This is an optimization exercise on Yosys and OpenROAD, whose aim is small area and a short achievable clock period, not a production implementation. In this exercise RTL edits were held to simulation tests only and were not proved equivalent to the original. Power and IR-drop figures of this design are not reliable: the tool's default activity estimate is inflated in some of its runs.

==> inputs of run a <==
## mips
module mips(
    input clk,
    input reset,
    input [31:0] PrRData,
    input [7:2] HWInt,
    output [31:0] PrAddr,
    output [31:0] PrWData,
    output [3:0] PrMask,
    output PrWrite,
    output [31:0] InstrAddr,
    input [31:0] InstrData,
    output [31:0] DmAddr,
    output [31:0] DmWData,
    output [3:0] DmBE,
    output DmWrite,
    input [31:0] DmRData
    );
export LEC_CHECK = 0
export CAP_MARGIN = 20
export CORE_MARGIN = 2
export CORE_UTILIZATION = 40
export SLEW_MARGIN = 20
create_clock -name core_clock -period 18.0 [get_ports {clk}]
standard.sh (not shown) runs the stock make flow with config.mk's settings and CLKGATE_MAP_FILE= SYNTH_SCRIPT=/design/flow/synth_recipe.tcl, a recipe that flattens the netlist after the stock synthesis.
==> flow/flow/run.sh <==
#!/bin/bash
# Standard layout, with timing repair aiming at a shorter period than the
# clock it is built at (repair_timing -setup_margin), so that gate sizing and
# buffering work on the paths that set the achieved period.
set -euo pipefail
bash standard.sh SETUP_SLACK_MARGIN=12 finish > standard_flow.log 2>&1
==> run b (differences from run a) <==
--- a/flow/design.v
+++ b/flow/design.v
@@ -50,12 +50,10 @@
     reg  [31:0] Hi, Lo;
     reg  [3:0]  cnt;
     reg         fin;
     reg  [31:0] mA, mB;
     reg  [32:0] mW;
-    reg  [33:0] m3;
-    reg  [34:0] m5, m7;
     reg  [2:0]  Lx;
     reg         s_div, s_sgn, s_sub, s_nq, s_nr;
     wire [5:0] op = I_D[31:26];
     wire [5:0] fn = I_D[5:0];
     wire [4:0] rs = I_D[25:21];
@@ -385,46 +383,27 @@
     wire [39:0] T = s6 + c6;
     wire corr = mul_step & (cnt == 4'd5);
     wire [31:0] adP = corr ? (mA[31] ? mB : 32'b0) : {mW[28:0], Lx};
     wire [31:0] adQ = corr ? (mB[31] ? mA : 32'b0) : (s_sgn ? ~Hi : Hi);
     wire [31:0] adS = adP + adQ + {31'b0, !corr & s_sgn};
-    wire dv_mul = div_step & (cnt == 4'd10);
-    wire dv_stp = (div_step & (cnt != 4'd10)) | div_fin;
-    wire neg_r = div_fin & s_nr;           
-    wire [34:0] dX = {mW[31:0], mB[31:29]};
-    wire [34:0] k1 = {3'b0, mA};
-    wire [34:0] k2 = {2'b0, mA, 1'b0};
-    wire [34:0] k3 = {1'b0, m3};
-    wire [34:0] k4 = {1'b0, mA, 2'b0};
-    wire [34:0] k5 = m5;
-    wire [34:0] k6 = {m3, 1'b0};
-    wire [34:0] k7 = m7;
-    wire g1 = dX >= k1, g2 = dX >= k2, g3 = dX >= k3, g4 = dX >= k4;
-    wire g5 = dX >= k5, g6 = dX >= k6, g7 = dX >= k7;
-    wire ci = !neg_r;
-    wire [34:0] S0 = dX + {35{!ci}};
-    wire [34:0] S1 = dX + ~k1 + {34'b0, ci};
-    wire [34:0] S2 = dX + ~k2 + {34'b0, ci};
-    wire [34:0] S3 = dX + ~k3 + {34'b0, ci};
-    wire [34:0] S4 = dX + ~k4 + {34'b0, ci};
-    wire [34:0] S5 = dX + ~k5 + {34'b0, ci};
-    wire [34:0] S6 = dX + ~k6 + {34'b0, ci};
-    wire [34:0] S7 = dX + ~k7 + {34'b0, ci};
-    wire h0 = !g1, h1 = g1 & !g2, h2 = g2 & !g3, h3 = g3 & !g4;
-    wire h4 = g4 & !g5, h5 = g5 & !g6, h6 = g6 & !g7, h7 = g7;
-    wire [31:0] dR = ({32{h0}} & S0[31:0]) | ({32{h1}} & S1[31:0]) | ({32{h2}} & S2[31:0]) |
-                     ({32{h3}} & S3[31:0]) | ({32{h4}} & S4[31:0]) | ({32{h5}} & S5[31:0]) |
-                     ({32{h6}} & S6[31:0]) | ({32{h7}} & S7[31:0]);
-    wire [2:0] dq = {g4, (h2 | h3 | h6 | h7), (h1 | h3 | h5 | h7)};
-    wire [2:0] dqm = dq - 3'd1;
-    wire [31:0] qa = {mB[28:0], dq};
-    wire [31:0] qm = g1 ? {mB[28:0], dqm} : {Lo[28:0], 3'b111};
-    wire [1:0] tx = mB[31:30];
-    wire dis1 = mA == 32'd1, dis2 = mA == 32'd2, dis3 = mA == 32'd3;
-    wire [1:0] sq = dis1 ? tx : dis2 ? {1'b0, tx[1]} : dis3 ? {1'b0, &tx} : 2'b0;
-    wire [1:0] tr = dis1 ? 2'b0 : dis2 ? {1'b0, tx[0]} : (dis3 & (&tx)) ? 2'b0 : tx;
-    wire [31:0] sqm = (sq != 2'd0) ? {mB[29:0], sq - 2'd1} : {Lo[29:0], 2'b11};
+    wire [32:0] dx1 = {mW[31:0], mB[31]};
+    wire [33:0] dd1 = {1'b0, dx1} - {2'b0, mA};
+    wire q1 = !dd1[33];
+    wire [31:0] dr1 = q1 ? dd1[31:0] : dx1[31:0];
+    wire [32:0] dx2 = {dr1, mB[30]};
+    wire [33:0] dd2 = {1'b0, dx2} - {2'b0, mA};
+    wire q2 = !dd2[33];
+    wire [31:0] dr2 = q2 ? dd2[31:0] : dx2[31:0];
+    wire [32:0] dx3 = {dr2, mB[29]};
+    wire [33:0] dd3 = {1'b0, dx3} - {2'b0, mA};
+    wire q3 = !dd3[33];
+    wire [31:0] dr3 = q3 ? dd3[31:0] : dx3[31:0];
+    wire [31:0] qa1 = {mB[30:0], q1};
+    wire [31:0] qm1 = q1 ? {mB[30:0], 1'b0} : {Lo[30:0], 1'b1};
+    wire [31:0] qa2 = {qa1[30:0], q2};
+    wire [31:0] qm2 = q2 ? {qa1[30:0], 1'b0} : {qm1[30:0], 1'b1};
+    wire [31:0] qm3 = q3 ? {qa2[30:0], 1'b0} : {qm2[30:0], 1'b1};
     wire [31:0] absA = (md_sgn_E & AluA[31]) ? -AluA : AluA;
     wire [31:0] absB = (md_sgn_E & AluB[31]) ? -AluB : AluB;
     always @(posedge clk) begin
         if (reset) begin
             cnt <= 0;
@@ -449,21 +428,13 @@
             s_nr <= md_sgn_E & AluA[31];
         end else if (mul_step) begin
             mB <= {7'b0, mB[31:7]};
             mW <= T[39:7];
             Lx <= T[6:4];
-        end else if (dv_mul) begin
-            mB <= {mB[29:0], sq};
-            mW <= {31'b0, tr};
-        end else if (dv_stp) begin
-            mB <= {mB[28:0], dq};
-            mW <= {1'b0, dR};
-        end
-        if (dv_mul) begin
-            m3 <= {2'b0, mA} + {1'b0, mA, 1'b0};
-            m5 <= {3'b0, mA} + {1'b0, mA, 2'b0};
-            m7 <= {mA, 3'b0} - {3'b0, mA};
+        end else if (div_step) begin
+            mB <= {mB[28:0], q1, q2, q3};
+            mW <= {1'b0, dr3};
         end
         if (reset)
             Hi <= 0;
         else if (md_mthi_E)
             Hi <= AluA;
@@ -472,22 +443,20 @@
         else if (corr & s_sgn)
             Hi <= adS;
         else if (mul_fin)
             Hi <= adS ^ {32{s_sub}};
         else if (div_fin)
-            Hi <= s_nr ? ~dR : dR;
+            Hi <= s_nr ? -dr2 : dr2;
         if (reset)
             Lo <= 0;
         else if (md_mtlo_E)
             Lo <= AluA;
         else if (mul_step)
             Lo <= {T[3:0], Lx, Lo[31:7]};
         else if (mul_fin)
             Lo <= Lo ^ {32{s_sub}};
+        else if (div_step)
+            Lo <= qm3;
         else if (div_fin)
-            Lo <= s_nq ? ~qm : qa;
-        else if (dv_mul)
-            Lo <= sqm;
-        else if (dv_stp)
-            Lo <= qm;
+            Lo <= s_nq ? ~qm2 : qa2;
     end
 endmodule
==> flow/flow/run.sh (replaced) <==
#!/bin/bash
# Standard layout, with timing repair aiming at a shorter period than the
# clock it is built at (repair_timing -setup_margin), so that gate sizing and
# buffering work on the paths that set the achieved period.
set -euo pipefail
bash standard.sh SETUP_SLACK_MARGIN=9 finish > standard_flow.log 2>&1
==> run notes <==
Cells and area
The share of cells above drive strength 1 is 16.9%.

Timing
Of the available clock period, the critical path in the final layout requires 49.9%.

Outcome
The run finished with no timing, DRC or antenna violations.

Synthesis
Of the total synthesized cell area, the portion taken by full adders, half adders and majority gates is 7.06%. The number of enable flip-flop cells after synthesis is 1129. The cell count after synthesis came out at 10592.

Placement
The post-detailed-placement half-perimeter wirelength is 392000 µm.
That was run b.
==> run notes <==
Placement
The post-detailed-placement half-perimeter wirelength is 410000 µm.

Synthesis
Counting flops with a built-in enable in the synthesized netlist gives 1230. Summing the areas of all fa, ha and maj instances in the mapped netlist gives 9.19% of the synthesized area. A synthesized cell averages 10.1 µm². The number of instances in the synthesized netlist is 12361.

Outcome
The flow ran to the end and the layout has no timing, DRC or antenna violations.

Cells and area
Cells with a size suffix above 1 make up 16.0% of the layout.

Route
Dividing the detail-routed wire length by the instance count gives 34.7 µm.

GRT
In the global route stage, met2 resource usage came out at 56.0%. The total grt overflow is 0.

Timing
The worst path uses 35.8% of the clock period.

Power and ir drop
That was run a.

afterwards: timing with drivers on the ports:
The flow's constraints put no driver on any port. The routed layouts listed below were extracted and timed again, unchanged, in two steps.
Step 1 assumes that a clkbuf_16 drives the clock port and a buf_2 every other input.
Step 2 times the ports against the registers' clock, not the clock port: input delays grow and output delays shrink by t, the midpoint of the rising clock arrivals with the driver on.
a / b / c = ideal / step 1 / step 2; a / b = the first two.
run | shift t [ns] | slack for setup (ns) | hold slack, ns | clock arrival spread, ns | worst slew at a driven data input, ns
run a | 1.027 | 11.559 / 11.559 / 11.147 | 0.328 / 0.328 / 0.328 | 0.127 / 0.127 | 0.06
run b | 0.980 | 9.022 / 9.022 / 9.022 | 0.331 / 0.331 / 0.331 | 0.065 / 0.065 | 0.07
After both steps setup and hold are still met in every run listed. For run a, which loses most, drivers alone change the setup slack by 0.000 ns; drivers and shift together by -0.412 ns.
